Background: an optimization exercise with open tools, aiming at small area, a short achievable clock period and few clock cycles. Do not read the settings as production practice.
The RTL was checked by simulation tests, not by an equivalence proof against the original design.

==> flow/design.v (excerpt) <==
module feedforward(
    input [31:0] x1, x2, x3, x4,
    input [31:0] w1, w2, w3, w4,
    input clk,
    input rst,
    output wire [31:0] result,
    output wire done
    );
For scale: ~5900 cells after synthesis, about 240 flip-flops, ~41000 sq um of cells after synthesis.
==> flow/config.mk <==
export PLATFORM = sky130hd
export DESIGN_NAME = feedforward
export DESIGN_NICKNAME = feedforward
export VERILOG_FILES = /design/flow/design.v
export SDC_FILE = /design/flow/constraint.sdc
export NUM_CORES = 4
export LEC_CHECK = 0
export ABC_AREA = 1
export CAP_MARGIN = 20
export CORE_MARGIN = 2
export CORE_UTILIZATION = 45
export SETUP_SLACK_MARGIN = 2.0
export SLEW_MARGIN = 20
==> flow/constraint.sdc <==
create_clock -name core_clock -period 10.0 [get_ports {clk}]
set_input_delay 2.0000 -clock core_clock [delete_from_list [all_inputs] [get_ports {clk}]]
set_output_delay 2.0000 -clock core_clock [all_outputs]
set_load 0.01 [all_outputs]
standard.sh (not shown) runs the stock make flow with config.mk's settings and CLKGATE_MAP_FILE= SYNTH_SCRIPT=/design/flow/synth_recipe.tcl, a recipe that flattens the netlist after the stock synthesis.
==> flow/flow/run.sh <==
#!/bin/bash
# The standard layout (the standard.sh: ORFS from synthesis to the final
# layout), except that the buffer put on every input and output port is the
# smallest plain buffer, sky130_fd_sc_hd__buf_1, rather than the default.
set -e
export BUFFER_PORTS_ARGS="-buffer_cell sky130_fd_sc_hd__buf_1"
bash standard.sh > standard_flow.log 2>&1
Testbench counts at the start, summed over its fixed seeds: cycles 3,567.
Then changed:
- PLACE_DENSITY: unset -> 0.7
- SETUP_SLACK_MARGIN: 2.0 -> 2.5
Effect: The new run went through all stages and came out clean. Design area went up by a few percent. Hold slack stays flat. Wire length came out higher by a few percent.
Then changed:
==> flow/run.sh (new file) <==
#!/bin/bash
# synth_recipe.tcl (not shown) runs the flow's synth.tcl, then flattens the netlist and writes it again
# the make line also repeats each setting of config.mk as NAME=value (left out here)
make -C /OpenROAD-flow-scripts/flow DESIGN_CONFIG=/design/flow/config.mk WORK_HOME=/design/flow/orfs CLKGATE_MAP_FILE= SYNTH_SCRIPT=/design/flow/synth_recipe.tcl finish
- CORE_UTILIZATION: 45 -> 55
- PLACE_DENSITY: 0.7 -> unset
- SETUP_SLACK_MARGIN: 2.5 -> 1.5
removed: flow/flow/run.sh
removed: flow/standard.sh
Result:
- hold slack hardly moves
- maximum frequency fell by 9.5%
- die area drops by 18%
Then changed:
==> flow/flow/run.sh (new file) <==
#!/bin/bash
# The standard layout (the standard.sh: ORFS from synthesis to the final
# layout), except that the buffer put on every input and output port is the
# smallest plain buffer, sky130_fd_sc_hd__buf_1, rather than the default.
set -e
export BUFFER_PORTS_ARGS="-buffer_cell sky130_fd_sc_hd__buf_1"
bash standard.sh > standard_flow.log 2>&1
==> flow/standard.sh (new file) <==
#!/bin/bash
# synth_recipe.tcl (not shown) runs the flow's synth.tcl, then flattens the netlist and writes it again
# the make line also repeats each setting of config.mk as NAME=value (left out here)
make -C /OpenROAD-flow-scripts/flow DESIGN_CONFIG=/design/flow/config.mk WORK_HOME=/design/flow/orfs CLKGATE_MAP_FILE= SYNTH_SCRIPT=/design/flow/synth_recipe.tcl "${@:-finish}"
- CORE_UTILIZATION: 55 -> 50
- SETUP_SLACK_MARGIN: 1.5 -> 2.5
removed: flow/run.sh
Outcome: The new run completed with no timing, DRC or antenna violations. Non-clock buffer count increases by 180. Sequential cell count does not change. Final area increases by 2.8%. Die area increases by 9.9%.

* * *

## wip/maple
feedforward again, from the RTL that the note above started with.
Design feedforward, start of the top module:
module feedforward(
    input [31:0] x1, x2, x3, x4,
    input [31:0] w1, w2, w3, w4,
    input clk,
    input rst,
    output wire [31:0] result,
    output wire done
    );
    localparam D_SR = 2'd0, D_UA = 2'd1, D_UB = 2'd2, D_RES = 2'd3;
    wire [3:0] nin = {(x4[30:0] != 0) && (w4[30:0] != 0),
                      (x3[30:0] != 0) && (w3[30:0] != 0),
                      (x2[30:0] != 0) && (w2[30:0] != 0),
                      (x1[30:0] != 0) && (w1[30:0] != 0)};
    wire sgn1 = x1[31] ^ w1[31];
    reg [3:0] nz;        
    reg [3:0] t;         
    reg       fin;       
    reg       v1;        
    reg       d1;        
    reg       v3;        
    reg [1:0] d3;        
    wire [7:0] ordr, ordi;
    ff_order oz(.n(nz), .o(ordr));
    ff_order oi(.n(nin), .o(ordi));
    wire [2:0] kk   = {2'b00, nz[0]} + {2'b00, nz[1]} + {2'b00, nz[2]} + {2'b00, nz[3]};
    wire       lf   = nz[0] & nz[1];
    reg       s2_act;
    reg [1:0] s2_dest;
    wire [2:0] ctl_z, ctl_i;
    ff_ctl cz(.n(nz), .tt(t + 4'd1), .c(ctl_z));
    ff_ctl ci(.n(nin), .tt(4'd1), .c(ctl_i));
    wire [2:0] ctl_next = rst ? ctl_i : ctl_z;
    wire d1_next = (t == 4'd2) ? ((kk == 3'd4) ? 1'b0 : lf) : 1'b1;
    wire cpy = (kk == 3'd4) && (t == 4'd6);
    wire clr = (kk == 3'd1) && (t == 4'd1);
    reg [23:0] nx, ny;
    reg signed [9:0] ex, ey;    
    reg        ps;
    reg        ua_s, ub_s;
    reg [9:0]  ua_e, ub_e;
    reg [23:0] ua_m, ub_m;
    reg        ua_g, ub_g, ua_st, ub_st, ua_t, ub_t;
    reg [27:0] as_sum;
    reg [7:0]  as_eb;
    reg        as_sign, as_za;
    reg [31:0] sr;
    reg        sg1;      
    reg        za_fin;   
    wire qa = ~ua_m[23] & (&ua_m[22:0]) & ua_g;
    wire qb = ~ub_m[23] & (&ub_m[22:0]) & ub_g;
    wire oa = (&ua_e[7:0]) & (&ua_m[22:0]) & ua_g & (ua_st | ua_m[0]);
    wire ob = (&ub_e[7:0]) & (&ub_m[22:0]) & ub_g & (ub_st | ub_m[0]);
    wire stall_n = v1 & (~nx[23] | ~ny[23]);
    wire stall_t = s2_act & (ua_t | qa | oa | ub_t | qb | ob);
    wire adv     = !fin && !(stall_n | stall_t);
    reg [1:0] sel;
    always @* begin
        if (rst)
            sel = ordi[1:0];
        else case (t[1:0])
            2'd1:    sel = ordr[3:2];
  ...
clock: 10.0 ns
lec_check: 0
abc_area: 1
cap_margin: 20
core_margin: 2
core_utilization: 55
setup_slack_margin: 1.5
slew_margin: 20
==> flow/flow/run.sh <==
#!/bin/bash
# The standard layout (the standard.sh: ORFS from synthesis to the final
# layout), except that the buffer put on every input and output port is the
# smallest plain buffer, sky130_fd_sc_hd__buf_1, rather than the default.
set -e
export BUFFER_PORTS_ARGS="-buffer_cell sky130_fd_sc_hd__buf_1"
bash standard.sh > standard_flow.log 2>&1
Testbench counts of wip/maple, summed over its fixed seeds: cycles 3,567.
Modified inputs, wip/garnet compared to wip/maple
Settings: SETUP_SLACK_MARGIN now 3.5, was 1.5.
### Flow results
First-pass GRT wire length ends up lower on wip/maple. In wip/garnet the buffer share of cell area turned out 5.8 points higher than in wip/maple. Going from wip/maple to wip/garnet, routability-driven placement congestion ratio grew slightly. The final reports for wip/garnet and wip/maple show global-route usage higher in the former. Comparing wip/garnet and wip/maple, the higher final critical-path required period is on wip/garnet. Although wip/garnet finished all stages, its layout failed final checks on capacitance limit, slew limit. Looking at worst slack on hold paths, wip/garnet sits 0.0060 ns lower than wip/maple does.
Edits applied to the flow inputs when going from wip/garnet to wip/juniper:
Settings: CORE_UTILIZATION changed from 55 to 45; SETUP_SLACK_MARGIN changed from 3.5 to 2.5.
[summary]
wip/juniper ended with every stage complete and zero timing, DRC or antenna violations.
Critical path depth | wip/juniper above wip/garnet
Side by side, worst reg-to-reg setup slack turned out higher in wip/juniper than in wip/garnet.
Of wip/juniper and wip/garnet, it is wip/juniper that has the higher fraction of area in clock buffers and inverters.
Relative to wip/garnet, total count of max-transition violations in the final report decreased by 2 in wip/juniper.
wip/juniper vs wip/garnet: share of the clock period used by the worst path down
Summary — initial detailed-routing violation count, wip/juniper relative to wip/garnet: lower, by about 30%.
Between wip/juniper and wip/garnet, die footprint is higher for wip/juniper, wip/garnet comes in under that.
A highest metal layer with signal wires of met4 is what wip/juniper shows, while met5 belongs to wip/garnet.
The following lists how wip/lagoon was set up differently from wip/juniper:
Settings: CORE_UTILIZATION now 40, was 45; SETUP_SLACK_MARGIN now 3.0, was 2.5.
==> comparison <==
Comparing wip/lagoon and wip/juniper, the higher path depth of the worst reg2reg path was measured on wip/juniper. Diff wip/juniper -> wip/lagoon: routed wire length picked up an extra 4.4%, fmax now smaller.

* * *

feedforward again, from the RTL that the note above started with.
Settings: LEC_CHECK=0, ABC_AREA=1, CAP_MARGIN=20, CORE_MARGIN=2, CORE_UTILIZATION=55, SETUP_SLACK_MARGIN=2.5, SLEW_MARGIN=20; clock period 10.0 ns.
Scripts as last shown in full above: flow/flow/run.sh
Testbench counts at the start, summed over its fixed seeds: cycles 3,567.
Next try:
- CORE_UTILIZATION: 55 -> 40
Effect:
- setup slack improves by 0.076 ns
- global-route usage came out lower by 11 points
- die area climbs by about 37%
- final area rises by about 2%
- routed wire length rose by about 1.9%
- area after synthesis does not change
Next try:
- CORE_UTILIZATION: 40 -> 55
- SETUP_SLACK_MARGIN: 2.5 -> 0.6
Outcome: Design area decreases by 8.8%. Wire length came out lower by 7.7%. Worst setup slack loses 1.1 ns. First-iteration DRC count rose by 16%. Die area falls by 27%. Global-route usage grows by 9.6 points. Critical path depth came out lower by 4. Area after synthesis is unchanged. Final cell count shrinks by 7.9%. Clock skew came out lower by 0.032 ns.

==> static timing again, ports no longer ideal <==
The results above use ideal ports. As a check the final layouts listed here were re-extracted and re-timed, cells and wires unchanged. Step 1 sets driving cells, clkbuf_16 on the clock port and buf_2 on the other inputs (assumed; they add their load-dependent delay and slew). Step 2 adds t to the input delays and takes it off the output delays; t is the mean of the earliest and latest rising clock arrival at the registers after step 1. Input paths then give back, and output paths get back, about the clock's delay inside the block. a / b / c = ideal ports / drivers / drivers and shift; a / b = the first two.
| run | t (ns) | setup slack, ns | hold WS [ns] | clock arrival spread, ns | worst slew at a driven data input, ns |
|---|---|---|---|---|---|
| the first run of note 1 | 0.681 | 2.256 / 2.256 / 2.256 | 0.477 / 0.477 / 0.477 | 0.024 / 0.023 | 0.14 |
| the second run of note 1 | 0.645 | 2.583 / 2.583 / 2.552 | 0.475 / 0.475 / 0.475 | 0.040 / 0.040 | 0.23 |
| the third run of note 1 | 0.665 | 1.800 / 1.800 / 1.800 | 0.475 / 0.475 / 0.475 | 0.041 / 0.041 | 0.14 |
| the fourth run of note 1 | 0.661 | 2.581 / 2.581 / 2.581 | 0.474 / 0.474 / 0.474 | 0.017 / 0.017 | 0.14 |
| wip/maple | 0.657 | 1.899 / 1.899 / 1.899 | 0.475 / 0.475 / 0.475 | 0.032 / 0.032 | 0.15 |
| wip/garnet | 0.664 | 0.788 / 0.788 / 0.788 | 0.469 / 0.469 / 0.469 | 0.025 / 0.026 | 0.14 |
| wip/juniper | 0.671 | 2.674 / 2.674 / 2.614 | 0.474 / 0.474 / 0.474 | 0.034 / 0.033 | 0.13 |
| wip/lagoon | 0.666 | 2.434 / 2.434 / 2.434 | 0.506 / 0.506 / 0.506 | 0.069 / 0.068 | 0.19 |
| the first run of note 3 | 0.654 | 2.430 / 2.430 / 2.430 | 0.466 / 0.466 / 0.466 | 0.030 / 0.030 | 0.14 |
| the second run of note 3 | 0.661 | 2.506 / 2.506 / 2.301 | 0.473 / 0.473 / 0.473 | 0.069 / 0.068 | 0.15 |
| the third run of note 3 | 0.655 | 1.371 / 1.371 / 1.371 | 0.475 / 0.475 / 0.475 | 0.035 / 0.036 | 0.16 |
For the second run of note 3, which loses most, drivers alone change the setup slack by 0.000 ns; drivers and shift together by -0.205 ns.
